This design comes from an exercise in tuning for small area, a short achievable clock period and few clock cycles per item on the open sky130 flow, not from production work.
In this exercise RTL edits were held to simulation tests only and were not proved equivalent to the original.

==> flow/design.v (outline; a module is shown in full before it is edited, if it fits) <==
// module PID: 690 lines
module PID(
    input clk,rst_n,
    input adc_complete,
    input [INPUT_BIT_WIDTH-1:0] sample,
    input wire signed[PARAMETER_BIT_WIDTH-1:0] target,
    input wire signed[PARAMETER_BIT_WIDTH-1:0] kp,
    input wire signed[PARAMETER_BIT_WIDTH-1:0] ki,
    input wire signed[PARAMETER_BIT_WIDTH-1:0] maximum_out,
    input wire signed[PARAMETER_BIT_WIDTH-1:0] minimum_out,
    input wire signed[PARAMETER_BIT_WIDTH-1:0] maximum_add,
    input wire signed[PARAMETER_BIT_WIDTH-1:0] minimum_add,
    output reg signed[PARAMETER_BIT_WIDTH-1:0] pi_out,
    output reg pi_valid
);
  // ...
==> flow/run.sh <==
#!/bin/bash
# synth_recipe.tcl (not shown) runs the flow's synth.tcl, then flattens the netlist and writes it again
# the make line also repeats each setting of config.mk as NAME=value (left out here)
make -C /OpenROAD-flow-scripts/flow DESIGN_CONFIG=/design/flow/config.mk WORK_HOME=/design/flow/orfs CLKGATE_MAP_FILE= SYNTH_SCRIPT=/design/flow/synth_recipe.tcl finish
==> flow/config.mk <==
export PLATFORM = sky130hd
export DESIGN_NAME = PID
export DESIGN_NICKNAME = PID
export VERILOG_FILES = /design/flow/design.v
export SDC_FILE = /design/flow/constraint.sdc
export NUM_CORES = 4
export LEC_CHECK = 0
export CAP_MARGIN = 20
export CORE_MARGIN = 2
export CORE_UTILIZATION = 40
export SLEW_MARGIN = 20
==> flow/constraint.sdc <==
create_clock -name core_clock -period 10.0 [get_ports {clk}]
set_input_delay 2.0000 -clock core_clock [delete_from_list [all_inputs] [get_ports {clk}]]
set_output_delay 2.0000 -clock core_clock [all_outputs]
set_load 0.01 [all_outputs]
==> out/summary.txt, run 1 <==
Placed Area = 0.0279 mm2
area delta synth->final = 14.4%
Required @ worst endpoint = 10.36 ns
most frequent cells in the layout = 323 x nand2_1, 268 x a21oi_1, 266 x inv_1
first-pass GRT wire length = 134 mm
diodes inserted = 0
Buf/Inv on CP = 4
Critical Path Source = minimum_add[1]
Unique masters post-synth = 73
min-delay src = c_a[24]
fraction of area in multi-input gates = 0.673
maxcap violations = 0
TAP cells = 837
CTS Hold Buffers Added = 0
Yosys reg bits = 186
Signal inverters = 268
via count of the first global-routing pass = 23,179
placed cell count = 3,940
worst hold path cell count = 0
area of the multi-input gates = 0.0192 mm2
Worst R2R End = pi_out[6]
status = no timing/DRC/antenna violations
unrepaired setup endpoints after global routing = false
final cell count without fillers = 3,973
cells on worst reg2reg path = 23
Global Route Usage Sum = 0.272
global route total overflow = 0
HPWL after DPL = 67.0 mm
most common cell in the netlist = nand2_1
Reg clk slew, reported paths = 0.09 ns
Avg WL per Cell = 22.0 um
setup violators final = 0
DIE AREA = 0.0644 mm2
fillers = 6,128
share of layout cells above drive strength 1 = 0.0485
ys async rst share = 0.301
cell taking the most area after synthesis = fa_1
max incr delay on CP = 0.59 ns
row cnt = 91
largest net degree at the start of global routing = 90
Testbench counts, summed over its fixed seeds: cycles 4,800, items 1,600.
==> run 2: changes to the inputs <==
--- a/flow/design.v
+++ b/flow/design.v
@@ -19,18 +19,16 @@
 reg signed [25:0] e1;
 reg [25:0] kpi_r;
 reg [25:0] p1a_r, p1b_r;
 reg signed [25:0] c_a, c_b;        
 wire s1 = adc_complete & ~adc_q;   
 wire [25:0] e0 = target - {14'd0, sample};
 wire ns2 = ~s2;                    
 wire [25:0] mx = s2 ? kpi_r : kp;
-wire [25:0] p1a_g = p1a_r & {26{s2}};
-wire [25:0] p1b_g = p1b_r & {26{s2}};
 wire bd0one0 = e1[0] ^ 1'b0;
 wire bd0two1 = (e1[1] & ~e1[0] & ~1'b0) | (~e1[1] & e1[0] & 1'b0);
 wire bd0n2 = e1[1] ^ ns2;
 wire bd0p3 = ((bd0one0 & mx[0])) ^ bd0n2;
 wire bd0p4 = ((bd0one0 & mx[1]) | (bd0two1 & mx[0])) ^ bd0n2;
 wire bd0p5 = ((bd0one0 & mx[2]) | (bd0two1 & mx[1])) ^ bd0n2;
 wire bd0p6 = ((bd0one0 & mx[3]) | (bd0two1 & mx[2])) ^ bd0n2;
 wire bd0p7 = ((bd0one0 & mx[4]) | (bd0two1 & mx[3])) ^ bd0n2;
@@ -242,198 +240,198 @@
 wire bd11p213 = ((bd11one209 & mx[1]) | (bd11two210 & mx[0])) ^ bd11n211;
 wire bd11p214 = ((bd11one209 & mx[2]) | (bd11two210 & mx[1])) ^ bd11n211;
 wire bd11p215 = ((bd11one209 & mx[3]) | (bd11two210 & mx[2])) ^ bd11n211;
 wire bd12one216 = e1[24] ^ e1[23];
 wire bd12two217 = (e1[25] & ~e1[24] & ~e1[23]) | (~e1[25] & e1[24] & e1[23]);
 wire bd12n218 = e1[25] ^ ns2;
 wire bd12p219 = ((bd12one216 & mx[0])) ^ bd12n218;
 wire bd12p220 = ((bd12one216 & mx[1]) | (bd12two217 & mx[0])) ^ bd12n218;
-wire fs221 = p1a_g[0] ^ p1b_g[0] ^ bd0n2;
-wire fc222 = (p1a_g[0] & p1b_g[0]) | (bd0n2 & (p1a_g[0] ^ p1b_g[0]));
-wire fs223 = p1a_g[1] ^ p1b_g[1] ^ fc222;
-wire fc224 = (p1a_g[1] & p1b_g[1]) | (fc222 & (p1a_g[1] ^ p1b_g[1]));
-wire fs225 = p1a_g[2] ^ p1b_g[2] ^ bd1n31;
-wire fc226 = (p1a_g[2] & p1b_g[2]) | (bd1n31 & (p1a_g[2] ^ p1b_g[2]));
+wire fs221 = p1a_r[0] ^ p1b_r[0] ^ bd0n2;
+wire fc222 = (p1a_r[0] & p1b_r[0]) | (bd0n2 & (p1a_r[0] ^ p1b_r[0]));
+wire fs223 = p1a_r[1] ^ p1b_r[1] ^ fc222;
+wire fc224 = (p1a_r[1] & p1b_r[1]) | (fc222 & (p1a_r[1] ^ p1b_r[1]));
+wire fs225 = p1a_r[2] ^ p1b_r[2] ^ bd1n31;
+wire fc226 = (p1a_r[2] & p1b_r[2]) | (bd1n31 & (p1a_r[2] ^ p1b_r[2]));
 wire fs227 = fs225 ^ fc224 ^ bd0p5;
 wire fc228 = (fs225 & fc224) | (bd0p5 & (fs225 ^ fc224));
-wire fs229 = p1a_g[3] ^ p1b_g[3] ^ fc226;
-wire fc230 = (p1a_g[3] & p1b_g[3]) | (fc226 & (p1a_g[3] ^ p1b_g[3]));
+wire fs229 = p1a_r[3] ^ p1b_r[3] ^ fc226;
+wire fc230 = (p1a_r[3] & p1b_r[3]) | (fc226 & (p1a_r[3] ^ p1b_r[3]));
 wire fs231 = fs229 ^ bd0p6 ^ bd1p33;
 wire fc232 = (fs229 & bd0p6) | (bd1p33 & (fs229 ^ bd0p6));
-wire fs233 = p1a_g[4] ^ p1b_g[4] ^ bd2n58;
-wire fc234 = (p1a_g[4] & p1b_g[4]) | (bd2n58 & (p1a_g[4] ^ p1b_g[4]));
+wire fs233 = p1a_r[4] ^ p1b_r[4] ^ bd2n58;
+wire fc234 = (p1a_r[4] & p1b_r[4]) | (bd2n58 & (p1a_r[4] ^ p1b_r[4]));
 wire fs235 = fs233 ^ fc230 ^ bd0p7;
 wire fc236 = (fs233 & fc230) | (bd0p7 & (fs233 ^ fc230));
 wire fs237 = bd1p34 ^ bd2p59 ^ fc232;
 wire fc238 = (bd1p34 & bd2p59) | (fc232 & (bd1p34 ^ bd2p59));
-wire fs239 = p1a_g[5] ^ p1b_g[5] ^ fc234;
-wire fc240 = (p1a_g[5] & p1b_g[5]) | (fc234 & (p1a_g[5] ^ p1b_g[5]));
+wire fs239 = p1a_r[5] ^ p1b_r[5] ^ fc234;
+wire fc240 = (p1a_r[5] & p1b_r[5]) | (fc234 & (p1a_r[5] ^ p1b_r[5]));
 wire fs241 = fs239 ^ bd0p8 ^ bd1p35;
 wire fc242 = (fs239 & bd0p8) | (bd1p35 & (fs239 ^ bd0p8));
 wire fs243 = bd2p60 ^ fc236 ^ fs241;
 wire fc244 = (bd2p60 & fc236) | (fs241 & (bd2p60 ^ fc236));
-wire fs245 = p1a_g[6] ^ p1b_g[6] ^ bd3n83;
-wire fc246 = (p1a_g[6] & p1b_g[6]) | (bd3n83 & (p1a_g[6] ^ p1b_g[6]));
+wire fs245 = p1a_r[6] ^ p1b_r[6] ^ bd3n83;
+wire fc246 = (p1a_r[6] & p1b_r[6]) | (bd3n83 & (p1a_r[6] ^ p1b_r[6]));
 wire fs247 = fs245 ^ fc240 ^ bd0p9;
 wire fc248 = (fs245 & fc240) | (bd0p9 & (fs245 ^ fc240));
 wire fs249 = bd1p36 ^ bd2p61 ^ bd3p84;
 wire fc250 = (bd1p36 & bd2p61) | (bd3p84 & (bd1p36 ^ bd2p61));
 wire fs251 = fc242 ^ fs247 ^ fs249;
 wire fc252 = (fc242 & fs247) | (fs249 & (fc242 ^ fs247));
-wire fs253 = p1a_g[7] ^ p1b_g[7] ^ fc246;
-wire fc254 = (p1a_g[7] & p1b_g[7]) | (fc246 & (p1a_g[7] ^ p1b_g[7]));
+wire fs253 = p1a_r[7] ^ p1b_r[7] ^ fc246;
+wire fc254 = (p1a_r[7] & p1b_r[7]) | (fc246 & (p1a_r[7] ^ p1b_r[7]));
 wire fs255 = fs253 ^ bd0p10 ^ bd1p37;
 wire fc256 = (fs253 & bd0p10) | (bd1p37 & (fs253 ^ bd0p10));
 wire fs257 = bd2p62 ^ bd3p85 ^ fc248;
 wire fc258 = (bd2p62 & bd3p85) | (fc248 & (bd2p62 ^ bd3p85));
 wire fs259 = fc250 ^ fs255 ^ fc252;
 wire fc260 = (fc250 & fs255) | (fc252 & (fc250 ^ fs255));
-wire fs261 = p1a_g[8] ^ p1b_g[8] ^ bd4n106;
-wire fc262 = (p1a_g[8] & p1b_g[8]) | (bd4n106 & (p1a_g[8] ^ p1b_g[8]));
+wire fs261 = p1a_r[8] ^ p1b_r[8] ^ bd4n106;
+wire fc262 = (p1a_r[8] & p1b_r[8]) | (bd4n106 & (p1a_r[8] ^ p1b_r[8]));
 wire fs263 = fs261 ^ fc254 ^ bd0p11;
 wire fc264 = (fs261 & fc254) | (bd0p11 & (fs261 ^ fc254));
 wire fs265 = bd1p38 ^ bd2p63 ^ bd3p86;
 wire fc266 = (bd1p38 & bd2p63) | (bd3p86 & (bd1p38 ^ bd2p63));
 wire fs267 = bd4p107 ^ fc256 ^ fs263;
 wire fc268 = (bd4p107 & fc256) | (fs263 & (bd4p107 ^ fc256));
 wire fs269 = fs265 ^ fc258 ^ fs267;
 wire fc270 = (fs265 & fc258) | (fs267 & (fs265 ^ fc258));
-wire fs271 = p1a_g[9] ^ p1b_g[9] ^ fc262;
-wire fc272 = (p1a_g[9] & p1b_g[9]) | (fc262 & (p1a_g[9] ^ p1b_g[9]));
+wire fs271 = p1a_r[9] ^ p1b_r[9] ^ fc262;
+wire fc272 = (p1a_r[9] & p1b_r[9]) | (fc262 & (p1a_r[9] ^ p1b_r[9]));
 wire fs273 = fs271 ^ bd0p12 ^ bd1p39;
 wire fc274 = (fs271 & bd0p12) | (bd1p39 & (fs271 ^ bd0p12));
 wire fs275 = bd2p64 ^ bd3p87 ^ bd4p108;
 wire fc276 = (bd2p64 & bd3p87) | (bd4p108 & (bd2p64 ^ bd3p87));
 wire fs277 = fc264 ^ fc266 ^ fs273;
 wire fc278 = (fc264 & fc266) | (fs273 & (fc264 ^ fc266));
 wire fs279 = fs275 ^ fc268 ^ fs277;
 wire fc280 = (fs275 & fc268) | (fs277 & (fs275 ^ fc268));
-wire fs281 = p1a_g[10] ^ p1b_g[10] ^ bd5n127;
-wire fc282 = (p1a_g[10] & p1b_g[10]) | (bd5n127 & (p1a_g[10] ^ p1b_g[10]));
+wire fs281 = p1a_r[10] ^ p1b_r[10] ^ bd5n127;
+wire fc282 = (p1a_r[10] & p1b_r[10]) | (bd5n127 & (p1a_r[10] ^ p1b_r[10]));
 wire fs283 = fs281 ^ fc272 ^ bd0p13;
 wire fc284 = (fs281 & fc272) | (bd0p13 & (fs281 ^ fc272));
 wire fs285 = bd1p40 ^ bd2p65 ^ bd3p88;
 wire fc286 = (bd1p40 & bd2p65) | (bd3p88 & (bd1p40 ^ bd2p65));
 wire fs287 = bd4p109 ^ bd5p128 ^ fc274;
 wire fc288 = (bd4p109 & bd5p128) | (fc274 & (bd4p109 ^ bd5p128));
 wire fs289 = fc276 ^ fs283 ^ fs285;
 wire fc290 = (fc276 & fs283) | (fs285 & (fc276 ^ fs283));
 wire fs291 = fc278 ^ fs287 ^ fs289;
 wire fc292 = (fc278 & fs287) | (fs289 & (fc278 ^ fs287));
-wire fs293 = p1a_g[11] ^ p1b_g[11] ^ fc282;
-wire fc294 = (p1a_g[11] & p1b_g[11]) | (fc282 & (p1a_g[11] ^ p1b_g[11]));
+wire fs293 = p1a_r[11] ^ p1b_r[11] ^ fc282;
+wire fc294 = (p1a_r[11] & p1b_r[11]) | (fc282 & (p1a_r[11] ^ p1b_r[11]));
 wire fs295 = fs293 ^ bd0p14 ^ bd1p41;
 wire fc296 = (fs293 & bd0p14) | (bd1p41 & (fs293 ^ bd0p14));
 wire fs297 = bd2p66 ^ bd3p89 ^ bd4p110;
 wire fc298 = (bd2p66 & bd3p89) | (bd4p110 & (bd2p66 ^ bd3p89));
 wire fs299 = bd5p129 ^ fc284 ^ fc286;
 wire fc300 = (bd5p129 & fc284) | (fc286 & (bd5p129 ^ fc284));
 wire fs301 = fs295 ^ fs297 ^ fc288;
 wire fc302 = (fs295 & fs297) | (fc288 & (fs295 ^ fs297));
 wire fs303 = fc290 ^ fs299 ^ fs301;
 wire fc304 = (fc290 & fs299) | (fs301 & (fc290 ^ fs299));
-wire fs305 = p1a_g[12] ^ p1b_g[12] ^ bd6n146;
-wire fc306 = (p1a_g[12] & p1b_g[12]) | (bd6n146 & (p1a_g[12] ^ p1b_g[12]));
+wire fs305 = p1a_r[12] ^ p1b_r[12] ^ bd6n146;
+wire fc306 = (p1a_r[12] & p1b_r[12]) | (bd6n146 & (p1a_r[12] ^ p1b_r[12]));
 wire fs307 = fs305 ^ fc294 ^ bd0p15;
 wire fc308 = (fs305 & fc294) | (bd0p15 & (fs305 ^ fc294));
 wire fs309 = bd1p42 ^ bd2p67 ^ bd3p90;
 wire fc310 = (bd1p42 & bd2p67) | (bd3p90 & (bd1p42 ^ bd2p67));
 wire fs311 = bd4p111 ^ bd5p130 ^ bd6p147;
 wire fc312 = (bd4p111 & bd5p130) | (bd6p147 & (bd4p111 ^ bd5p130));
 wire fs313 = fc296 ^ fc298 ^ fs307;
 wire fc314 = (fc296 & fc298) | (fs307 & (fc296 ^ fc298));
 wire fs315 = fs309 ^ fs311 ^ fc300;
 wire fc316 = (fs309 & fs311) | (fc300 & (fs309 ^ fs311));
 wire fs317 = fs313 ^ fc302 ^ fs315;
 wire fc318 = (fs313 & fc302) | (fs315 & (fs313 ^ fc302));
-wire fs319 = p1a_g[13] ^ p1b_g[13] ^ fc306;
-wire fc320 = (p1a_g[13] & p1b_g[13]) | (fc306 & (p1a_g[13] ^ p1b_g[13]));
+wire fs319 = p1a_r[13] ^ p1b_r[13] ^ fc306;
+wire fc320 = (p1a_r[13] & p1b_r[13]) | (fc306 & (p1a_r[13] ^ p1b_r[13]));
 wire fs321 = fs319 ^ bd0p16 ^ bd1p43;
 wire fc322 = (fs319 & bd0p16) | (bd1p43 & (fs319 ^ bd0p16));
 wire fs323 = bd2p68 ^ bd3p91 ^ bd4p112;
 wire fc324 = (bd2p68 & bd3p91) | (bd4p112 & (bd2p68 ^ bd3p91));
 wire fs325 = bd5p131 ^ bd6p148 ^ fc308;
 wire fc326 = (bd5p131 & bd6p148) | (fc308 & (bd5p131 ^ bd6p148));
 wire fs327 = fc310 ^ fc312 ^ fs321;
 wire fc328 = (fc310 & fc312) | (fs321 & (fc310 ^ fc312));
 wire fs329 = fs323 ^ fc314 ^ fs325;
 wire fc330 = (fs323 & fc314) | (fs325 & (fs323 ^ fc314));
 wire fs331 = fs327 ^ fc316 ^ fs329;
 wire fc332 = (fs327 & fc316) | (fs329 & (fs327 ^ fc316));
-wire fs333 = p1a_g[14] ^ p1b_g[14] ^ bd7n163;
-wire fc334 = (p1a_g[14] & p1b_g[14]) | (bd7n163 & (p1a_g[14] ^ p1b_g[14]));
+wire fs333 = p1a_r[14] ^ p1b_r[14] ^ bd7n163;
+wire fc334 = (p1a_r[14] & p1b_r[14]) | (bd7n163 & (p1a_r[14] ^ p1b_r[14]));
 wire fs335 = fs333 ^ fc320 ^ bd0p17;
 wire fc336 = (fs333 & fc320) | (bd0p17 & (fs333 ^ fc320));
 wire fs337 = bd1p44 ^ bd2p69 ^ bd3p92;
 wire fc338 = (bd1p44 & bd2p69) | (bd3p92 & (bd1p44 ^ bd2p69));
 wire fs339 = bd4p113 ^ bd5p132 ^ bd6p149;
 wire fc340 = (bd4p113 & bd5p132) | (bd6p149 & (bd4p113 ^ bd5p132));
 wire fs341 = bd7p164 ^ fc322 ^ fc324;
 wire fc342 = (bd7p164 & fc322) | (fc324 & (bd7p164 ^ fc322));
 wire fs343 = fs335 ^ fs337 ^ fs339;
 wire fc344 = (fs335 & fs337) | (fs339 & (fs335 ^ fs337));
 wire fs345 = fc326 ^ fc328 ^ fs341;
 wire fc346 = (fc326 & fc328) | (fs341 & (fc326 ^ fc328));
 wire fs347 = fs343 ^ fc330 ^ fs345;
 wire fc348 = (fs343 & fc330) | (fs345 & (fs343 ^ fc330));
-wire fs349 = p1a_g[15] ^ p1b_g[15] ^ fc334;
-wire fc350 = (p1a_g[15] & p1b_g[15]) | (fc334 & (p1a_g[15] ^ p1b_g[15]));
+wire fs349 = p1a_r[15] ^ p1b_r[15] ^ fc334;
+wire fc350 = (p1a_r[15] & p1b_r[15]) | (fc334 & (p1a_r[15] ^ p1b_r[15]));
 wire fs351 = fs349 ^ bd0p18 ^ bd1p45;
 wire fc352 = (fs349 & bd0p18) | (bd1p45 & (fs349 ^ bd0p18));
 wire fs353 = bd2p70 ^ bd3p93 ^ bd4p114;
 wire fc354 = (bd2p70 & bd3p93) | (bd4p114 & (bd2p70 ^ bd3p93));
 wire fs355 = bd5p133 ^ bd6p150 ^ bd7p165;
 wire fc356 = (bd5p133 & bd6p150) | (bd7p165 & (bd5p133 ^ bd6p150));
 wire fs357 = fc336 ^ fc338 ^ fc340;
 wire fc358 = (fc336 & fc338) | (fc340 & (fc336 ^ fc338));
 wire fs359 = fs351 ^ fs353 ^ fs355;
 wire fc360 = (fs351 & fs353) | (fs355 & (fs351 ^ fs353));
 wire fs361 = fc342 ^ fc344 ^ fs357;
 wire fc362 = (fc342 & fc344) | (fs357 & (fc342 ^ fc344));
 wire fs363 = fs359 ^ fc346 ^ fs361;
 wire fc364 = (fs359 & fc346) | (fs361 & (fs359 ^ fc346));
-wire fs365 = p1a_g[16] ^ p1b_g[16] ^ bd8n178;
-wire fc366 = (p1a_g[16] & p1b_g[16]) | (bd8n178 & (p1a_g[16] ^ p1b_g[16]));
+wire fs365 = p1a_r[16] ^ p1b_r[16] ^ bd8n178;
+wire fc366 = (p1a_r[16] & p1b_r[16]) | (bd8n178 & (p1a_r[16] ^ p1b_r[16]));
 wire fs367 = fs365 ^ fc350 ^ bd0p19;
 wire fc368 = (fs365 & fc350) | (bd0p19 & (fs365 ^ fc350));
 wire fs369 = bd1p46 ^ bd2p71 ^ bd3p94;
 wire fc370 = (bd1p46 & bd2p71) | (bd3p94 & (bd1p46 ^ bd2p71));
 wire fs371 = bd4p115 ^ bd5p134 ^ bd6p151;
 wire fc372 = (bd4p115 & bd5p134) | (bd6p151 & (bd4p115 ^ bd5p134));
 wire fs373 = bd7p166 ^ bd8p179 ^ fc352;
 wire fc374 = (bd7p166 & bd8p179) | (fc352 & (bd7p166 ^ bd8p179));
 wire fs375 = fc354 ^ fc356 ^ fs367;
 wire fc376 = (fc354 & fc356) | (fs367 & (fc354 ^ fc356));
 wire fs377 = fs369 ^ fs371 ^ fc358;
 wire fc378 = (fs369 & fs371) | (fc358 & (fs369 ^ fs371));
 wire fs379 = fc360 ^ fs373 ^ fs375;
 wire fc380 = (fc360 & fs373) | (fs375 & (fc360 ^ fs373));
 wire fs381 = fc362 ^ fs377 ^ fs379;
 wire fc382 = (fc362 & fs377) | (fs379 & (fc362 ^ fs377));
-wire fs383 = p1a_g[17] ^ p1b_g[17] ^ fc366;
-wire fc384 = (p1a_g[17] & p1b_g[17]) | (fc366 & (p1a_g[17] ^ p1b_g[17]));
+wire fs383 = p1a_r[17] ^ p1b_r[17] ^ fc366;
+wire fc384 = (p1a_r[17] & p1b_r[17]) | (fc366 & (p1a_r[17] ^ p1b_r[17]));
 wire fs385 = fs383 ^ bd0p20 ^ bd1p47;
 wire fc386 = (fs383 & bd0p20) | (bd1p47 & (fs383 ^ bd0p20));
 wire fs387 = bd2p72 ^ bd3p95 ^ bd4p116;
 wire fc388 = (bd2p72 & bd3p95) | (bd4p116 & (bd2p72 ^ bd3p95));
 wire fs389 = bd5p135 ^ bd6p152 ^ bd7p167;
 wire fc390 = (bd5p135 & bd6p152) | (bd7p167 & (bd5p135 ^ bd6p152));
 wire fs391 = bd8p180 ^ fc368 ^ fc370;
 wire fc392 = (bd8p180 & fc368) | (fc370 & (bd8p180 ^ fc368));
 wire fs393 = fc372 ^ fs385 ^ fs387;
 wire fc394 = (fc372 & fs385) | (fs387 & (fc372 ^ fs385));
 wire fs395 = fs389 ^ fc374 ^ fc376;
 wire fc396 = (fs389 & fc374) | (fc376 & (fs389 ^ fc374));
 wire fs397 = fs391 ^ fs393 ^ fc378;
 wire fc398 = (fs391 & fs393) | (fc378 & (fs391 ^ fs393));
 wire fs399 = fc380 ^ fs395 ^ fs397;
 wire fc400 = (fc380 & fs395) | (fs397 & (fc380 ^ fs395));
-wire fs401 = p1a_g[18] ^ p1b_g[18] ^ bd9n191;
-wire fc402 = (p1a_g[18] & p1b_g[18]) | (bd9n191 & (p1a_g[18] ^ p1b_g[18]));
+wire fs401 = p1a_r[18] ^ p1b_r[18] ^ bd9n191;
+wire fc402 = (p1a_r[18] & p1b_r[18]) | (bd9n191 & (p1a_r[18] ^ p1b_r[18]));
 wire fs403 = fs401 ^ fc384 ^ bd0p21;
 wire fc404 = (fs401 & fc384) | (bd0p21 & (fs401 ^ fc384));
 wire fs405 = bd1p48 ^ bd2p73 ^ bd3p96;
 wire fc406 = (bd1p48 & bd2p73) | (bd3p96 & (bd1p48 ^ bd2p73));
 wire fs407 = bd4p117 ^ bd5p136 ^ bd6p153;
 wire fc408 = (bd4p117 & bd5p136) | (bd6p153 & (bd4p117 ^ bd5p136));
 wire fs409 = bd7p168 ^ bd8p181 ^ bd9p192;
 wire fc410 = (bd7p168 & bd8p181) | (bd9p192 & (bd7p168 ^ bd8p181));
@@ -442,18 +440,18 @@
 wire fs413 = fs403 ^ fs405 ^ fs407;
 wire fc414 = (fs403 & fs405) | (fs407 & (fs403 ^ fs405));
 wire fs415 = fs409 ^ fc392 ^ fc394;
 wire fc416 = (fs409 & fc392) | (fc394 & (fs409 ^ fc392));
 wire fs417 = fs411 ^ fs413 ^ fc396;
 wire fc418 = (fs411 & fs413) | (fc396 & (fs411 ^ fs413));
 wire fs419 = fs415 ^ fc398 ^ fs417;
 wire fc420 = (fs415 & fc398) | (fs417 & (fs415 ^ fc398));
-wire fs421 = p1a_g[19] ^ p1b_g[19] ^ fc402;
-wire fc422 = (p1a_g[19] & p1b_g[19]) | (fc402 & (p1a_g[19] ^ p1b_g[19]));
+wire fs421 = p1a_r[19] ^ p1b_r[19] ^ fc402;
+wire fc422 = (p1a_r[19] & p1b_r[19]) | (fc402 & (p1a_r[19] ^ p1b_r[19]));
 wire fs423 = fs421 ^ bd0p22 ^ bd1p49;
 wire fc424 = (fs421 & bd0p22) | (bd1p49 & (fs421 ^ bd0p22));
 wire fs425 = bd2p74 ^ bd3p97 ^ bd4p118;
 wire fc426 = (bd2p74 & bd3p97) | (bd4p118 & (bd2p74 ^ bd3p97));
 wire fs427 = bd5p137 ^ bd6p154 ^ bd7p169;
 wire fc428 = (bd5p137 & bd6p154) | (bd7p169 & (bd5p137 ^ bd6p154));
 wire fs429 = bd8p182 ^ bd9p193 ^ fc404;
 wire fc430 = (bd8p182 & bd9p193) | (fc404 & (bd8p182 ^ bd9p193));
@@ -462,18 +460,18 @@
 wire fs433 = fs423 ^ fs425 ^ fs427;
 wire fc434 = (fs423 & fs425) | (fs427 & (fs423 ^ fs425));
 wire fs435 = fc412 ^ fc414 ^ fs429;
 wire fc436 = (fc412 & fc414) | (fs429 & (fc412 ^ fc414));
 wire fs437 = fs431 ^ fs433 ^ fc416;
 wire fc438 = (fs431 & fs433) | (fc416 & (fs431 ^ fs433));
 wire fs439 = fs435 ^ fc418 ^ fs437;
 wire fc440 = (fs435 & fc418) | (fs437 & (fs435 ^ fc418));
-wire fs441 = p1a_g[20] ^ p1b_g[20] ^ bd10n202;
-wire fc442 = (p1a_g[20] & p1b_g[20]) | (bd10n202 & (p1a_g[20] ^ p1b_g[20]));
+wire fs441 = p1a_r[20] ^ p1b_r[20] ^ bd10n202;
+wire fc442 = (p1a_r[20] & p1b_r[20]) | (bd10n202 & (p1a_r[20] ^ p1b_r[20]));
 wire fs443 = fs441 ^ fc422 ^ bd0p23;
 wire fc444 = (fs441 & fc422) | (bd0p23 & (fs441 ^ fc422));
 wire fs445 = bd10p203 ^ bd1p50 ^ bd2p75;
 wire fc446 = (bd10p203 & bd1p50) | (bd2p75 & (bd10p203 ^ bd1p50));
 wire fs447 = bd3p98 ^ bd4p119 ^ bd5p138;
 wire fc448 = (bd3p98 & bd4p119) | (bd5p138 & (bd3p98 ^ bd4p119));
 wire fs449 = bd6p155 ^ bd7p170 ^ bd8p183;
 wire fc450 = (bd6p155 & bd7p170) | (bd8p183 & (bd6p155 ^ bd7p170));
@@ -484,18 +482,18 @@
 wire fs455 = fs447 ^ fs449 ^ fc430;
 wire fc456 = (fs447 & fs449) | (fc430 & (fs447 ^ fs449));
 wire fs457 = fc432 ^ fc434 ^ fs451;
 wire fc458 = (fc432 & fc434) | (fs451 & (fc432 ^ fc434));
 wire fs459 = fs453 ^ fc436 ^ fs455;
 wire fc460 = (fs453 & fc436) | (fs455 & (fs453 ^ fc436));
 wire fs461 = fs457 ^ fc438 ^ fs459;
 wire fc462 = (fs457 & fc438) | (fs459 & (fs457 ^ fc438));
-wire fs463 = p1a_g[21] ^ p1b_g[21] ^ fc442;
-wire fc464 = (p1a_g[21] & p1b_g[21]) | (fc442 & (p1a_g[21] ^ p1b_g[21]));
+wire fs463 = p1a_r[21] ^ p1b_r[21] ^ fc442;
+wire fc464 = (p1a_r[21] & p1b_r[21]) | (fc442 & (p1a_r[21] ^ p1b_r[21]));
 wire fs465 = fs463 ^ bd0p24 ^ bd10p204;
 wire fc466 = (fs463 & bd0p24) | (bd10p204 & (fs463 ^ bd0p24));
 wire fs467 = bd1p51 ^ bd2p76 ^ bd3p99;
 wire fc468 = (bd1p51 & bd2p76) | (bd3p99 & (bd1p51 ^ bd2p76));
 wire fs469 = bd4p120 ^ bd5p139 ^ bd6p156;
 wire fc470 = (bd4p120 & bd5p139) | (bd6p156 & (bd4p120 ^ bd5p139));
 wire fs471 = bd7p171 ^ bd8p184 ^ bd9p195;
 wire fc472 = (bd7p171 & bd8p184) | (bd9p195 & (bd7p171 ^ bd8p184));
@@ -506,18 +504,18 @@
 wire fs477 = fs469 ^ fs471 ^ fc452;
 wire fc478 = (fs469 & fs471) | (fc452 & (fs469 ^ fs471));
 wire fs479 = fc454 ^ fs473 ^ fs475;
 wire fc480 = (fc454 & fs473) | (fs475 & (fc454 ^ fs473));
 wire fs481 = fc456 ^ fc458 ^ fs477;
 wire fc482 = (fc456 & fc458) | (fs477 & (fc456 ^ fc458));
 wire fs483 = fs479 ^ fc460 ^ fs481;
 wire fc484 = (fs479 & fc460) | (fs481 & (fs479 ^ fc460));
-wire fs485 = p1a_g[22] ^ p1b_g[22] ^ bd11n211;
-wire fc486 = (p1a_g[22] & p1b_g[22]) | (bd11n211 & (p1a_g[22] ^ p1b_g[22]));
+wire fs485 = p1a_r[22] ^ p1b_r[22] ^ bd11n211;
+wire fc486 = (p1a_r[22] & p1b_r[22]) | (bd11n211 & (p1a_r[22] ^ p1b_r[22]));
 wire fs487 = fs485 ^ fc464 ^ bd0p25;
 wire fc488 = (fs485 & fc464) | (bd0p25 & (fs485 ^ fc464));
 wire fs489 = bd10p205 ^ bd11p212 ^ bd1p52;
 wire fc490 = (bd10p205 & bd11p212) | (bd1p52 & (bd10p205 ^ bd11p212));
 wire fs491 = bd2p77 ^ bd3p100 ^ bd4p121;
 wire fc492 = (bd2p77 & bd3p100) | (bd4p121 & (bd2p77 ^ bd3p100));
 wire fs493 = bd5p140 ^ bd6p157 ^ bd7p172;
 wire fc494 = (bd5p140 & bd6p157) | (bd7p172 & (bd5p140 ^ bd6p157));
@@ -530,18 +528,18 @@
 wire fs501 = fs493 ^ fc474 ^ fc476;
 wire fc502 = (fs493 & fc474) | (fc476 & (fs493 ^ fc474));
 wire fs503 = fs495 ^ fs497 ^ fs499;
 wire fc504 = (fs495 & fs497) | (fs499 & (fs495 ^ fs497));
 wire fs505 = fc478 ^ fc480 ^ fs501;
 wire fc506 = (fc478 & fc480) | (fs501 & (fc478 ^ fc480));
 wire fs507 = fs503 ^ fc482 ^ fs505;
 wire fc508 = (fs503 & fc482) | (fs505 & (fs503 ^ fc482));
-wire fs509 = p1a_g[23] ^ p1b_g[23] ^ fc486;
-wire fc510 = (p1a_g[23] & p1b_g[23]) | (fc486 & (p1a_g[23] ^ p1b_g[23]));
+wire fs509 = p1a_r[23] ^ p1b_r[23] ^ fc486;
+wire fc510 = (p1a_r[23] & p1b_r[23]) | (fc486 & (p1a_r[23] ^ p1b_r[23]));
 wire fs511 = fs509 ^ bd0p26 ^ bd10p206;
 wire fc512 = (fs509 & bd0p26) | (bd10p206 & (fs509 ^ bd0p26));
 wire fs513 = bd11p213 ^ bd1p53 ^ bd2p78;
 wire fc514 = (bd11p213 & bd1p53) | (bd2p78 & (bd11p213 ^ bd1p53));
 wire fs515 = bd3p101 ^ bd4p122 ^ bd5p141;
 wire fc516 = (bd3p101 & bd4p122) | (bd5p141 & (bd3p101 ^ bd4p122));
 wire fs517 = bd6p158 ^ bd7p173 ^ bd8p186;
 wire fc518 = (bd6p158 & bd7p173) | (bd8p186 & (bd6p158 ^ bd7p173));
@@ -554,18 +552,18 @@
 wire fs525 = fc496 ^ fc498 ^ fc500;
 wire fc526 = (fc496 & fc498) | (fc500 & (fc496 ^ fc498));
 wire fs527 = fs519 ^ fs521 ^ fs523;
 wire fc528 = (fs519 & fs521) | (fs523 & (fs519 ^ fs521));
 wire fs529 = fc502 ^ fc504 ^ fs525;
 wire fc530 = (fc502 & fc504) | (fs525 & (fc502 ^ fc504));
 wire fs531 = fs527 ^ fc506 ^ fs529;
 wire fc532 = (fs527 & fc506) | (fs529 & (fs527 ^ fc506));
-wire fs533 = p1a_g[24] ^ p1b_g[24] ^ bd12n218;
-wire fc534 = (p1a_g[24] & p1b_g[24]) | (bd12n218 & (p1a_g[24] ^ p1b_g[24]));
+wire fs533 = p1a_r[24] ^ p1b_r[24] ^ bd12n218;
+wire fc534 = (p1a_r[24] & p1b_r[24]) | (bd12n218 & (p1a_r[24] ^ p1b_r[24]));
 wire fs535 = fs533 ^ fc510 ^ bd0p27;
 wire fc536 = (fs533 & fc510) | (bd0p27 & (fs533 ^ fc510));
 wire fs537 = bd10p207 ^ bd11p214 ^ bd12p219;
 wire fc538 = (bd10p207 & bd11p214) | (bd12p219 & (bd10p207 ^ bd11p214));
 wire fs539 = bd1p54 ^ bd2p79 ^ bd3p102;
 wire fc540 = (bd1p54 & bd2p79) | (bd3p102 & (bd1p54 ^ bd2p79));
 wire fs541 = bd4p123 ^ bd5p142 ^ bd6p159;
 wire fc542 = (bd4p123 & bd5p142) | (bd6p159 & (bd4p123 ^ bd5p142));
@@ -580,17 +578,17 @@
 wire fs551 = fc520 ^ fc522 ^ fc524;
 wire fc552 = (fc520 & fc522) | (fc524 & (fc520 ^ fc522));
 wire fs553 = fs545 ^ fs547 ^ fs549;
 wire fc554 = (fs545 & fs547) | (fs549 & (fs545 ^ fs547));
 wire fs555 = fc526 ^ fc528 ^ fs551;
 wire fc556 = (fc526 & fc528) | (fs551 & (fc526 ^ fc528));
 wire fs557 = fs553 ^ fc530 ^ fs555;
 wire fc558 = (fs553 & fc530) | (fs555 & (fs553 ^ fc530));
-wire fs559 = p1a_g[25] ^ p1b_g[25] ^ fc534;
+wire fs559 = p1a_r[25] ^ p1b_r[25] ^ fc534;
 wire fs560 = fs559 ^ bd0p28 ^ bd10p208;
 wire fs561 = bd11p215 ^ bd12p220 ^ bd1p55;
 wire fs562 = bd2p80 ^ bd3p103 ^ bd4p124;
 wire fs563 = bd5p143 ^ bd6p160 ^ bd7p175;
 wire fs564 = bd8p188 ^ bd9p199 ^ fc536;
 wire fs565 = fc538 ^ fc540 ^ fc542;
 wire fs566 = fc544 ^ fs560 ^ fs561;
 wire fs567 = fs562 ^ fs563 ^ fc546;
@@ -645,46 +643,165 @@
 wire us616 = pi_out[22] ^ ua[22] ^ ub[22];
 wire uc617 = (pi_out[22] & ua[22]) | (ub[22] & (pi_out[22] ^ ua[22]));
 wire us618 = pi_out[23] ^ ua[23] ^ ub[23];
 wire uc619 = (pi_out[23] & ua[23]) | (ub[23] & (pi_out[23] ^ ua[23]));
 wire us620 = pi_out[24] ^ ua[24] ^ ub[24];
 wire uc621 = (pi_out[24] & ua[24]) | (ub[24] & (pi_out[24] ^ ua[24]));
 wire us622 = pi_out[25] ^ ua[25] ^ ub[25];
 wire uc623 = (pi_out[25] & ua[25]) | (ub[25] & (pi_out[25] ^ ua[25]));
+wire us624 = 1'b0 ^ 1'b0 ^ 1'b0;
+wire uc625 = (1'b0 & 1'b0) | (1'b0 & (1'b0 ^ 1'b0));
+wire us626 = 1'b0 ^ 1'b0 ^ 1'b0;
+wire qs627 = us572 ^ 1'b0 ^ ~maximum_out[0];
+wire qc628 = (us572 & 1'b0) | (~maximum_out[0] & (us572 ^ 1'b0));
+wire qs629 = us574 ^ uc573 ^ ~maximum_out[1];
+wire qc630 = (us574 & uc573) | (~maximum_out[1] & (us574 ^ uc573));
+wire qs631 = us576 ^ uc575 ^ ~maximum_out[2];
+wire qc632 = (us576 & uc575) | (~maximum_out[2] & (us576 ^ uc575));
+wire qs633 = us578 ^ uc577 ^ ~maximum_out[3];
+wire qc634 = (us578 & uc577) | (~maximum_out[3] & (us578 ^ uc577));
+wire qs635 = us580 ^ uc579 ^ ~maximum_out[4];
+wire qc636 = (us580 & uc579) | (~maximum_out[4] & (us580 ^ uc579));
+wire qs637 = us582 ^ uc581 ^ ~maximum_out[5];
+wire qc638 = (us582 & uc581) | (~maximum_out[5] & (us582 ^ uc581));
+wire qs639 = us584 ^ uc583 ^ ~maximum_out[6];
+wire qc640 = (us584 & uc583) | (~maximum_out[6] & (us584 ^ uc583));
+wire qs641 = us586 ^ uc585 ^ ~maximum_out[7];
+wire qc642 = (us586 & uc585) | (~maximum_out[7] & (us586 ^ uc585));
+wire qs643 = us588 ^ uc587 ^ ~maximum_out[8];
+wire qc644 = (us588 & uc587) | (~maximum_out[8] & (us588 ^ uc587));
+wire qs645 = us590 ^ uc589 ^ ~maximum_out[9];
+wire qc646 = (us590 & uc589) | (~maximum_out[9] & (us590 ^ uc589));
+wire qs647 = us592 ^ uc591 ^ ~maximum_out[10];
+wire qc648 = (us592 & uc591) | (~maximum_out[10] & (us592 ^ uc591));
+wire qs649 = us594 ^ uc593 ^ ~maximum_out[11];
+wire qc650 = (us594 & uc593) | (~maximum_out[11] & (us594 ^ uc593));
+wire qs651 = us596 ^ uc595 ^ ~maximum_out[12];
+wire qc652 = (us596 & uc595) | (~maximum_out[12] & (us596 ^ uc595));
+wire qs653 = us598 ^ uc597 ^ ~maximum_out[13];
+wire qc654 = (us598 & uc597) | (~maximum_out[13] & (us598 ^ uc597));
+wire qs655 = us600 ^ uc599 ^ ~maximum_out[14];
+wire qc656 = (us600 & uc599) | (~maximum_out[14] & (us600 ^ uc599));
+wire qs657 = us602 ^ uc601 ^ ~maximum_out[15];
+wire qc658 = (us602 & uc601) | (~maximum_out[15] & (us602 ^ uc601));
+wire qs659 = us604 ^ uc603 ^ ~maximum_out[16];
+wire qc660 = (us604 & uc603) | (~maximum_out[16] & (us604 ^ uc603));
+wire qs661 = us606 ^ uc605 ^ ~maximum_out[17];
+wire qc662 = (us606 & uc605) | (~maximum_out[17] & (us606 ^ uc605));
+wire qs663 = us608 ^ uc607 ^ ~maximum_out[18];
+wire qc664 = (us608 & uc607) | (~maximum_out[18] & (us608 ^ uc607));
+wire qs665 = us610 ^ uc609 ^ ~maximum_out[19];
+wire qc666 = (us610 & uc609) | (~maximum_out[19] & (us610 ^ uc609));
+wire qs667 = us612 ^ uc611 ^ ~maximum_out[20];
+wire qc668 = (us612 & uc611) | (~maximum_out[20] & (us612 ^ uc611));
+wire qs669 = us614 ^ uc613 ^ ~maximum_out[21];
+wire qc670 = (us614 & uc613) | (~maximum_out[21] & (us614 ^ uc613));
+wire qs671 = us616 ^ uc615 ^ ~maximum_out[22];
+wire qc672 = (us616 & uc615) | (~maximum_out[22] & (us616 ^ uc615));
+wire qs673 = us618 ^ uc617 ^ ~maximum_out[23];
+wire qc674 = (us618 & uc617) | (~maximum_out[23] & (us618 ^ uc617));
+wire qs675 = us620 ^ uc619 ^ ~maximum_out[24];
+wire qc676 = (us620 & uc619) | (~maximum_out[24] & (us620 ^ uc619));
+wire qs677 = us622 ^ uc621 ^ ~maximum_out[25];
+wire qc678 = (us622 & uc621) | (~maximum_out[25] & (us622 ^ uc621));
+wire qs679 = us624 ^ uc623 ^ 1'b0;
+wire qc680 = (us624 & uc623) | (1'b0 & (us624 ^ uc623));
+wire qs681 = us626 ^ uc625 ^ 1'b0;
+wire rs682 = us572 ^ 1'b0 ^ ~minimum_out[0];
+wire rc683 = (us572 & 1'b0) | (~minimum_out[0] & (us572 ^ 1'b0));
+wire rs684 = us574 ^ uc573 ^ ~minimum_out[1];
+wire rc685 = (us574 & uc573) | (~minimum_out[1] & (us574 ^ uc573));
+wire rs686 = us576 ^ uc575 ^ ~minimum_out[2];
+wire rc687 = (us576 & uc575) | (~minimum_out[2] & (us576 ^ uc575));
+wire rs688 = us578 ^ uc577 ^ ~minimum_out[3];
+wire rc689 = (us578 & uc577) | (~minimum_out[3] & (us578 ^ uc577));
+wire rs690 = us580 ^ uc579 ^ ~minimum_out[4];
+wire rc691 = (us580 & uc579) | (~minimum_out[4] & (us580 ^ uc579));
+wire rs692 = us582 ^ uc581 ^ ~minimum_out[5];
+wire rc693 = (us582 & uc581) | (~minimum_out[5] & (us582 ^ uc581));
+wire rs694 = us584 ^ uc583 ^ ~minimum_out[6];
+wire rc695 = (us584 & uc583) | (~minimum_out[6] & (us584 ^ uc583));
+wire rs696 = us586 ^ uc585 ^ ~minimum_out[7];
+wire rc697 = (us586 & uc585) | (~minimum_out[7] & (us586 ^ uc585));
+wire rs698 = us588 ^ uc587 ^ ~minimum_out[8];
+wire rc699 = (us588 & uc587) | (~minimum_out[8] & (us588 ^ uc587));
+wire rs700 = us590 ^ uc589 ^ ~minimum_out[9];
+wire rc701 = (us590 & uc589) | (~minimum_out[9] & (us590 ^ uc589));
+wire rs702 = us592 ^ uc591 ^ ~minimum_out[10];
+wire rc703 = (us592 & uc591) | (~minimum_out[10] & (us592 ^ uc591));
+wire rs704 = us594 ^ uc593 ^ ~minimum_out[11];
+wire rc705 = (us594 & uc593) | (~minimum_out[11] & (us594 ^ uc593));
+wire rs706 = us596 ^ uc595 ^ ~minimum_out[12];
+wire rc707 = (us596 & uc595) | (~minimum_out[12] & (us596 ^ uc595));
+wire rs708 = us598 ^ uc597 ^ ~minimum_out[13];
+wire rc709 = (us598 & uc597) | (~minimum_out[13] & (us598 ^ uc597));
+wire rs710 = us600 ^ uc599 ^ ~minimum_out[14];
+wire rc711 = (us600 & uc599) | (~minimum_out[14] & (us600 ^ uc599));
+wire rs712 = us602 ^ uc601 ^ ~minimum_out[15];
+wire rc713 = (us602 & uc601) | (~minimum_out[15] & (us602 ^ uc601));
+wire rs714 = us604 ^ uc603 ^ ~minimum_out[16];
+wire rc715 = (us604 & uc603) | (~minimum_out[16] & (us604 ^ uc603));
+wire rs716 = us606 ^ uc605 ^ ~minimum_out[17];
+wire rc717 = (us606 & uc605) | (~minimum_out[17] & (us606 ^ uc605));
+wire rs718 = us608 ^ uc607 ^ ~minimum_out[18];
+wire rc719 = (us608 & uc607) | (~minimum_out[18] & (us608 ^ uc607));
+wire rs720 = us610 ^ uc609 ^ ~minimum_out[19];
+wire rc721 = (us610 & uc609) | (~minimum_out[19] & (us610 ^ uc609));
+wire rs722 = us612 ^ uc611 ^ ~minimum_out[20];
+wire rc723 = (us612 & uc611) | (~minimum_out[20] & (us612 ^ uc611));
+wire rs724 = us614 ^ uc613 ^ ~minimum_out[21];
+wire rc725 = (us614 & uc613) | (~minimum_out[21] & (us614 ^ uc613));
+wire rs726 = us616 ^ uc615 ^ ~minimum_out[22];
+wire rc727 = (us616 & uc615) | (~minimum_out[22] & (us616 ^ uc615));
+wire rs728 = us618 ^ uc617 ^ ~minimum_out[23];
+wire rc729 = (us618 & uc617) | (~minimum_out[23] & (us618 ^ uc617));
+wire rs730 = us620 ^ uc619 ^ ~minimum_out[24];
+wire rc731 = (us620 & uc619) | (~minimum_out[24] & (us620 ^ uc619));
+wire rs732 = us622 ^ uc621 ^ ~minimum_out[25];
+wire rc733 = (us622 & uc621) | (~minimum_out[25] & (us622 ^ uc621));
+wire rs734 = us624 ^ uc623 ^ 1'b0;
+wire rc735 = (us624 & uc623) | (1'b0 & (us624 ^ uc623));
+wire rs736 = us626 ^ uc625 ^ 1'b0;
 wire [25:0] ta = {fc558, fc532, fc508, fc484, fc462, fc440, fc420, fc400, fc382, fc364, fc348, fc332, fc318, fc304, fc292, fc280, fc270, fc260, fs257, fc244, fc238, fs235, fc228, bd1p32, fs223, fs221};
 wire [25:0] tb = {fs571, fs557, fs531, fs507, fs483, fs461, fs439, fs419, fs399, fs381, fs363, fs347, fs331, fs317, fs303, fs291, fs279, fs269, fs259, fs251, fs243, fs237, fs231, fs227, bd0p4, bd0p3};
-wire signed [25:0] s_r = p1a_r + p1b_r;
 wire [25:0] ua = s3 ? p1a_r : (s2 ? minimum_add : maximum_add);
 wire [25:0] ub = p1b_r & {26{s3}};
-wire signed [25:0] ut = {us622, us620, us618, us616, us614, us612, us610, us608, us606, us604, us602, us600, us598, us596, us594, us592, us590, us588, us586, us584, us582, us580, us578, us576, us574, us572} + {uc621, uc619, uc617, uc615, uc613, uc611, uc609, uc607, uc605, uc603, uc601, uc599, uc597, uc595, uc593, uc591, uc589, uc587, uc585, uc583, uc581, uc579, uc577, uc575, uc573, 1'b0};
-wire signed [25:0] u = (ut > maximum_out) ? maximum_out :
-                       (ut < minimum_out) ? minimum_out : ut;
+wire [27:0] up = {us626, us624, us622, us620, us618, us616, us614, us612, us610, us608, us606, us604, us602, us600, us598, us596, us594, us592, us590, us588, us586, us584, us582, us580, us578, us576, us574, us572} + {uc625, uc623, uc621, uc619, uc617, uc615, uc613, uc611, uc609, uc607, uc605, uc603, uc601, uc599, uc597, uc595, uc593, uc591, uc589, uc587, uc585, uc583, uc581, uc579, uc577, uc575, uc573, 1'b0};                 
+wire [27:0] uq = {qs681, qs679, qs677, qs675, qs673, qs671, qs669, qs667, qs665, qs663, qs661, qs659, qs657, qs655, qs653, qs651, qs649, qs647, qs645, qs643, qs641, qs639, qs637, qs635, qs633, qs631, qs629, qs627} + {qc680, qc678, qc676, qc674, qc672, qc670, qc668, qc666, qc664, qc662, qc660, qc658, qc656, qc654, qc652, qc650, qc648, qc646, qc644, qc642, qc640, qc638, qc636, qc634, qc632, qc630, qc628, 1'b0};                 
+wire [27:0] ur = {rs736, rs734, rs732, rs730, rs728, rs726, rs724, rs722, rs720, rs718, rs716, rs714, rs712, rs710, rs708, rs706, rs704, rs702, rs700, rs698, rs696, rs694, rs692, rs690, rs688, rs686, rs684, rs682} + {rc735, rc733, rc731, rc729, rc727, rc725, rc723, rc721, rc719, rc717, rc715, rc713, rc711, rc709, rc707, rc705, rc703, rc701, rc699, rc697, rc695, rc693, rc691, rc689, rc687, rc685, rc683, 1'b1};                 
+wire [25:0] ut = up[25:0];
+wire u_hi = ut[25] ^ maximum_out[25] ^ uq[26] ^ up[26];
+wire u_lo = ut[25] ^ ~minimum_out[25] ^ ur[26] ^ up[26];
+wire signed [25:0] u = u_hi ? maximum_out : (u_lo ? minimum_out : ut);
+wire signed [25:0] s_r = p1a_r + p1b_r;
 wire a_hi = s_r > maximum_add;
 wire a_lo = s_r < minimum_add;
 wire signed [25:0] t_new = a_hi ? c_b : (a_lo ? c_a : u);
 always @(posedge clk or negedge rst_n) begin
     if (!rst_n) begin
         adc_q <= 1'b0;
         s2 <= 1'b0;
         s3 <= 1'b0;
         pi_valid <= 1'b0;
         pi_out <= 26'd0;
         e1 <= 26'd0;
+        p1a_r <= 26'd0;
+        p1b_r <= 26'd0;
     end else begin
         adc_q <= adc_complete;
         s2 <= s1;
         s3 <= s2;
         pi_valid <= s3;
         if (s1)
             e1 <= e0;
         if (s3)
             pi_out <= t_new;
+        p1a_r <= (s1 | s2) ? ta : 26'd0;
+        p1b_r <= (s1 | s2) ? tb : 26'd0;
     end
 end
 always @(posedge clk) begin
     kpi_r <= kp + ki;
-    p1a_r <= ta;
-    p1b_r <= tb;
     c_a <= u;         
     c_b <= c_a;       
 end
 endmodule
==> flow/config.mk (replaced) <==
export PLATFORM = sky130hd
export DESIGN_NAME = PID
export DESIGN_NICKNAME = PID
export VERILOG_FILES = /design/flow/design.v
export SDC_FILE = /design/flow/constraint.sdc
export NUM_CORES = 4
export LEC_CHECK = 0
export CAP_MARGIN = 20
export CORE_MARGIN = 2
export CORE_UTILIZATION = 40
export SETUP_SLACK_MARGIN = 4
export SLEW_MARGIN = 20
==> run 2 against run 1 <==
Effect of this change: still clean on timing, DRC and antenna; clock-buffer cell count unchanged; final area increased by 16%; non-clock buffer count increased by 128; via count increased by 7.8%; clock skew decreased by 0.010 ns; critical path depth decreased by 8.
==> out/summary.txt, run 2 <==
status = no timing/DRC/antenna violations
net count after synthesis = 3,829
Die Span Y = 263 um
share of layout cells above drive strength 1 = 0.148 (+0.0999)
highest metal used = met4
Reg clk slew, reported paths = 0.09 ns (about the same)
most frequent cells in the layout = 386 x inv_1, 241 x a21oi_1, 226 x fa_1
first-pass iteration count of the detailed router = 7
WL final = 93.7 mm
global route total overflow = 0 (unchanged)
Tightest Pin Transition = 1.06 ns
Unique masters post-synth = 76 (+4.1%)
final instance area = 0.0330 mm2
Post-synth top cells = 406 x inv_1, 255 x a21oi_1, 249 x fa_1
Final Skew = 0.0148 ns
DRC = 0
Sink Count = 186
Clk Latency, worst-skew pair = 0.52 ns
IO Count = 224
final RePlAce weighted congestion = 0.950
unrepaired setup endpoints after global routing = true
cells on worst reg2reg path = 18 (-22%)
Startpoint Class = input port
NumNets Final = 4,044
Root Buffer = clkbuf_16
first-pass GRT wire length = 144 mm (+7.8%)
EDFF count, synth = 0
Sequential Area = 0.00427 mm2
max-slew violation count = 0
Place WS = 2.03 ns
CP max FO = 5
Post-Syn Area per Cell = 8.39 um2
register area share after synthesis = 0.159
area of the multi-input gates = 0.0216 mm2 (+13%)
DR iter-0 viols = 2,501
final setup margin = 3.87 ns
Synth Warn # = 1
ys flop type = dfrtp_1
TritonCTS buffer count = 17
commonest non-fill, non-tap cell in the layout = inv_1
Synth top area share = 0.186
Required @ worst endpoint = 10.41 ns (+0.05 ns)
diodes inserted = 0 (unchanged)
cell taking the most area after synthesis = fa_1
DR vias = 24,715
Yosys reg bits = 186 (unchanged)
Core Box Area = 0.0661 mm2
min Tclk post-route = 6.13 ns
kind of end point of the critical path = flop
crit path DAT = 6.54 ns
Clock Path Buffers = 2
most common cell in the netlist = inv_1
HPWL after DPL = 67.6 mm (+0.89%)
DIE AREA = 0.0691 mm2 (+7.4%)
htree depth = 4
Synth area leaders = fa_1 19%, dfrtp_1 10%, ha_1 8.8%, xnor2_1 6.6%, dfxtp_1 5.8%
ys async rst share = 0.581 (+0.280)
maxcap violations = 0 (unchanged)
initial antenna violation count = 0
routed length on met3 = 6.59 mm
Global Route Usage Sum = 0.270 (-0.00224)
Antenna Nets Post-Route = 0
area delta synth->final = 23.1%
Placed Area = 0.0298 mm2 (+6.8%)
Setup CP Type = input port to flop
setup violators final = 0 (unchanged)
Fin. Hold Viols = 0
worst hold path cell count = 0 (unchanged)
WL met2 = 43.2 mm
Avg WL per Cell = 21.8 um (-0.59%)
largest net degree at the start of global routing = 105 (+17%)
hold crit path type = flop to flop
fillers = 6,303 (+2.9%)
initial cell density of the core = 0.405
die width = 263 um
Slew HR = 0.290
Vias/cell = 5.77
highest clock rate = 163 MHz
CTS tree = done
Port Buffers = 223
CTS Hold Buffers Added = 0 (unchanged)
Mapped Cells = 3,195
row cnt = 94 (+3.3%)
Met1 Routed Length = 38.3 mm
ratio of final minimum period to clock period = 0.613
Synth Cell Area = 0.0268 mm2
Fin Setup TNS = 0 ns
via count of the first global-routing pass = 24,417 (+5.3%)
Core Util, Final = 0.499
==> run 2: cell count changes in the layout (fill, tap and decap cells not counted), moves of 39 or more <==
cell | previous run | this run
xnor2_1 | 258 | 194
nand2_1 | 323 | 215
o22ai_1 | 53 | 92
dfrtp_1 | 54 | 105
clkdlybuf4s50_1 | 222 | 157
xor2_1 | 57 | 133
inv_1 | 266 | 386
mux2i_1 | 71 | 29
nor2_1 | 96 | 152
o21ai_0 | 208 | 162
buf_4 | 50 | 141
dfxtp_1 | 130 | 78
==> run 2: final cells by class <==
| class | instances | area share |
|---|---|---|
| multi-input cells | 2396 | 0.655 |
| flip-flops and latches | 186 | 0.130 |
| repair buffers | 403 | 0.118 |
| inverters | 406 | 0.0462 |
| well taps | 864 | 0.0328 |
| clock buffers | 18 | 0.0130 |
| clock inverters | 14 | 0.00523 |
==> run 2: layer usage <==
| metal | vias up | global-route usage |
|---|---|---|
| met5 | - | 0 |
| met4 | 0 | 0.149 |
| met3 | 240 | 0.0374 |
| met2 | 1112 | 0.440 |
| met1 | 11877 | 0.346 |
| li1 | 11486 | - |
==> run 2: path summary, 6_finish.rpt <==
check | startpoint | to | slack (ns)
max in group asynchronous | rst_n | s2 | 7.10
min in group asynchronous | rst_n | pi_out[0] | 1.61
max | maximum_add[13] | pi_out[25] | 3.87
min | c_a[11] | c_b[11] | 0.35
max reg2reg | s3 | pi_out[25] | 4.02
min reg2reg | c_a[11] | c_b[11] | 0.35
==> run 2: timing repair <==
item	in CTS	in global routing
gates cloned	13	2
endpoints found under the setup margin	70	62
pin swaps	110	118
buffers inserted	93	31
gates resized for setup	271	179
==> run 2: worst max-delay path, stage by stage <==
cell and delay (ns):
clkdlybuf4s15_1 0.19, mux2i_1 0.23, o21ai_1 0.14, fa_2 0.51, buf_6 0.14, fa_1 0.51, ha_1 0.32, nand4_1 0.16
a211oi_2 0.25, nand2_1 0.12, o2111ai_4 0.27, nand2_4 0.11, xnor2_4 0.17, nor2b_4 0.15, mux2_4 0.26, a222oi_1 0.47
mux2i_1 0.20, o31a_1 0.33
==> run 2: through the flow <==
stage / std cells / hold WS [ns]
2_1_floorplan: 3195 / 0.331
3_3_place_gp: 4116 / 0.332
3_5_place_dp: 4116 / 0.337
4_1_cts: 4254 / 0.353
5_1_grt: 4287 / 0.358
6_report: 4287 / 0.353
==> run 2: cells by family after synthesis <==
| family | count (synthesis) | synth area share |
|---|---|---|
| muxes | 78 | 0.0304 |
| AOI/OAI and AO/OA | 918 | 0.224 |
| and+or+nand+nor | 584 | 0.0997 |
| xor gates and xnor gates | 342 | 0.114 |
| DFF | 186 | 0.159 |
| adders and majority gates | 467 | 0.285 |
| buffers and inverters | 620 | 0.0879 |
Testbench counts of run 2, summed over its fixed seeds: cycles 4,800, items 1,600.
==> run 3: changes to the inputs <==
--- a/flow/config.mk
+++ b/flow/config.mk
@@ -8,5 +8,5 @@
 export CAP_MARGIN = 20
 export CORE_MARGIN = 2
 export CORE_UTILIZATION = 40
-export SETUP_SLACK_MARGIN = 4
+export SETUP_SLACK_MARGIN = 5
 export SLEW_MARGIN = 20
==> run 3 against run 2 <==
Effect of this change: final cell count increased by 2.1%; synthesized area unchanged; non-clock buffer count increased by 83; critical path type unchanged; critical endpoint is now pi_out[12]; still clean.
==> out/summary.txt, run 3 <==
CP max FO = 19 (+14)
IO Count = 224 (unchanged)
cell taking the most area after synthesis = fa_1
Setup CP Type = input port to flop
row cnt = 94 (unchanged)
commonest non-fill, non-tap cell in the layout = inv_1
final instance area = 0.0349 mm2 (+5.9%)
ratio of final minimum period to clock period = 0.605 (-0.00787)
area of the multi-input gates = 0.0226 mm2 (+4.4%)
Unique masters post-synth = 76 (unchanged)
Placed Area = 0.0299 mm2 (+0.47%)
worst hold slack = 0.351 ns (-0.00217 ns)
cell breakdown of the critical path = clkdlybuf4s15_1 > mux2i_1 > o21ai_1 > fa_1 > inv_2 > fa_1 > inv_2 > ha_4 > nand2_4 > nor2_4 > o221ai_4 > nor4_4 > a21oi_2 > xnor2_2 > buf_4 > buf_6 > nor2_2 > mux2_4 > nand2_8 > o221a_2
net count after synthesis = 3,829 (unchanged)
Clk Latency, worst-skew pair = 0.51 ns (about the same)
Avg WL per Cell = 22.8 um (+4.5%)
register area share after synthesis = 0.159 (unchanged)
Synth Warn # = 1 (unchanged)
Yosys reg bits = 186 (unchanged)
WL final = 99.9 mm (+6.7%)
Slew HR = 0.334 (+0.0438)
Sink Count = 186 (unchanged)
DR vias = 25,563 (+3.4%)
Post-synth top cells = 406 x inv_1, 255 x a21oi_1, 249 x fa_1
Synth top area share = 0.186 (unchanged)
DR iter-0 viols = 2,712 (+8.4%)
area delta synth->final = 30.3%
Post-Syn Area per Cell = 8.39 um2 (unchanged)
Fin. Hold Viols = 0 (unchanged)
hold crit path type = flop to flop
initial cell density of the core = 0.405 (unchanged)
max incr delay on CP = 0.54 ns (+0.03 ns)
DRC = 0 (unchanged)
first-pass GRT wire length = 152 mm (+5.2%)
htree depth = 4 (unchanged)
Root Buffer = clkbuf_16
via count of the first global-routing pass = 25,581 (+4.8%)
Clock Path Buffers = 2 (unchanged)
Startpoint Class = input port
Place WS = 1.93 ns (-0.0971 ns)
most common cell in the netlist = inv_1
EDFF count, synth = 0 (unchanged)
Reg clk slew, reported paths = 0.08 ns (about the same)
Vias/cell = 5.84 (+1.3%)
Global Route Usage Sum = 0.286 (+0.0158)
CTS Hold Buffers Added = 0 (unchanged)
Final Skew = 0.0158 ns (+0.00102 ns)
ys flop type = dfrtp_1
ys async rst share = 0.581 (unchanged)
final RePlAce weighted congestion = 0.954 (+0.44%)
CTS tree = done
share of layout cells above drive strength 1 = 0.226 (+0.0772)
Port Buffers = 223 (unchanged)
placed cell count = 4,113 (-0.073%)
crit path DAT = 6.44 ns (-0.10 ns)
Antenna Nets Post-Route = 0 (unchanged)
status = no timing/DRC/antenna violations
maxcap violations = 0 (unchanged)
unrepaired setup endpoints after global routing = true
NumNets Final = 4,132 (+2.2%)
setup violators final = 0 (unchanged)
Synth area leaders = fa_1 19%, dfrtp_1 10%, ha_1 8.8%, xnor2_1 6.6%, dfxtp_1 5.8%
Sequential Area = 0.00427 mm2 (unchanged)
Fin Setup TNS = 0 ns (unchanged)
min Tclk post-route = 6.05 ns (-0.0787 ns)
CP max stage cell = fa_1
most frequent cells in the layout = 360 x inv_1, 230 x a21oi_1, 210 x nand2_1
first-pass iteration count of the detailed router = 8 (+1)
initial antenna violation count = 2 (+2)
Mapped Cells = 3,195 (unchanged)
Required @ worst endpoint = 10.39 ns (-0.02 ns)
Die Span Y = 263 um (unchanged)
final cell count without fillers = 4,377 (+2.1%)
Core Box Area = 0.0661 mm2 (unchanged)
highest clock rate = 165 MHz (+1.3%)
Core Util, Final = 0.528 (+0.0294)
Tightest Pin Transition = 0.995 ns (-0.0672 ns)
largest net degree at the start of global routing = 56 (-47%)
global route total overflow = 0 (unchanged)
HPWL after DPL = 67.3 mm (-0.44%)
DIE AREA = 0.0691 mm2 (unchanged)
die width = 263 um (unchanged)
TritonCTS buffer count = 17 (unchanged)
max-slew violation count = 0 (unchanged)
final setup margin = 3.95 ns (+0.0787 ns)
fillers = 6,061 (-3.8%)
Synth Cell Area = 0.0268 mm2 (unchanged)
kind of end point of the critical path = flop
## run 3: logic make-up (layout without fill, tap and decap cells)
logic type               count (synthesis)  in the layout  synth area share
AO/OA/AOI/OAI                          918            918             0.224
XOR/XNOR                               342            344             0.114
adder cells (fa/ha/maj)                467            467             0.285
buffers and inverters                  620            924            0.0879
flip-flops                             186            186             0.159
multiplexers                            78             82            0.0304
other                                    0              2                 0
AND/OR/NAND/NOR                        584            590            0.0997
## run 3: final timing paths
| kind | startpoint | end | slack [ns] | cells after the start |
|---|---|---|---|---|
| max in group asynchronous | rst_n | s2 | 6.93 | 3 |
| worst max-delay path | minimum_add[22] | pi_out[12] | 3.95 | 20 |
| min in group asynchronous | rst_n | pi_out[0] | 1.41 | 1 |
| worst min-delay path | c_a[19] | c_b[19] | 0.35 | 0 |
| worst max register to register | p1b_r[0] | pi_out[12] | 4.28 | 25 |
| worst min register to register | c_a[19] | c_b[19] | 0.35 | 0 |
## run 3: per-layer routing
layer	global-route usage	part of all wire	up-vias	wire length, um
li1	-	-	11682	-
met1	0.351	0.38	12126	38300
met5	0	0.00010	-	10
met4	0.176	0.075	2	7500
met3	0.0552	0.089	382	8850
met2	0.463	0.45	1371	45200
## run 3: cell type report
cell class | instances | area share
Multi-Input combinational cell | 2401 | 0.646
Timing Repair Buffer | 486 | 0.139
Sequential cell | 186 | 0.122
Inverter | 406 | 0.0436
Tap cell | 864 | 0.0309
Clock buffer | 18 | 0.0123
Clock inverter | 14 | 0.00580
Antenna cell | 2 | 0.000143
## run 3: timing repair
item,CTS,global route
cloned,25,2
buffers inserted,174,29
pin swaps,227,124
hold endpoints to repair,0,0
setup endpoints to repair,93,95
resized for setup,645,135
## run 3: worst max-delay path: cells and delay by family
| kind | cells | cell delay (ns) |
|---|---|---|
| buffers and inverters | 5 | 0.58 |
| muxes | 2 | 0.57 |
| adders and majority gates | 3 | 1.30 |
| AOI/OAI and AO/OA | 4 | 0.72 |
| xor gates and xnor gates | 1 | 0.15 |
| and+or+nand+nor | 5 | 1.10 |

==> afterwards: timing with drivers on the ports <==
How much do the figures lean on ideal ports? The routed layouts below were timed once more, with nothing changed but the port constraints. Step 1: set_driving_cell puts a clkbuf_16 on clk and a buf_2 on each other input, an assumption about the parent block. Step 2 moves the port delays by t, midway between the first and last clock arrival at a register: inputs arrive t later, outputs are due t later. That takes back most of the time a late clock gives input paths. Three values: no drivers, after step 1, after step 2; two values: the first two.
| run | shift t [ns] | setup slack, ns | worst register clock-pin slew, ns |
|---|---|---|---|
| run 1 | 0.569 | 1.375 / 1.408 / 0.839 | 0.09 / 0.09 |
| run 2 | 0.570 | 3.868 / 3.906 / 3.337 | 0.09 / 0.09 |
| run 3 | 0.566 | 3.947 / 3.983 / 3.417 | 0.09 / 0.09 |
After both steps setup and hold are still met in every run listed. For run 1, which loses most, drivers alone change the setup slack by +0.033 ns; drivers and shift together by -0.536 ns.
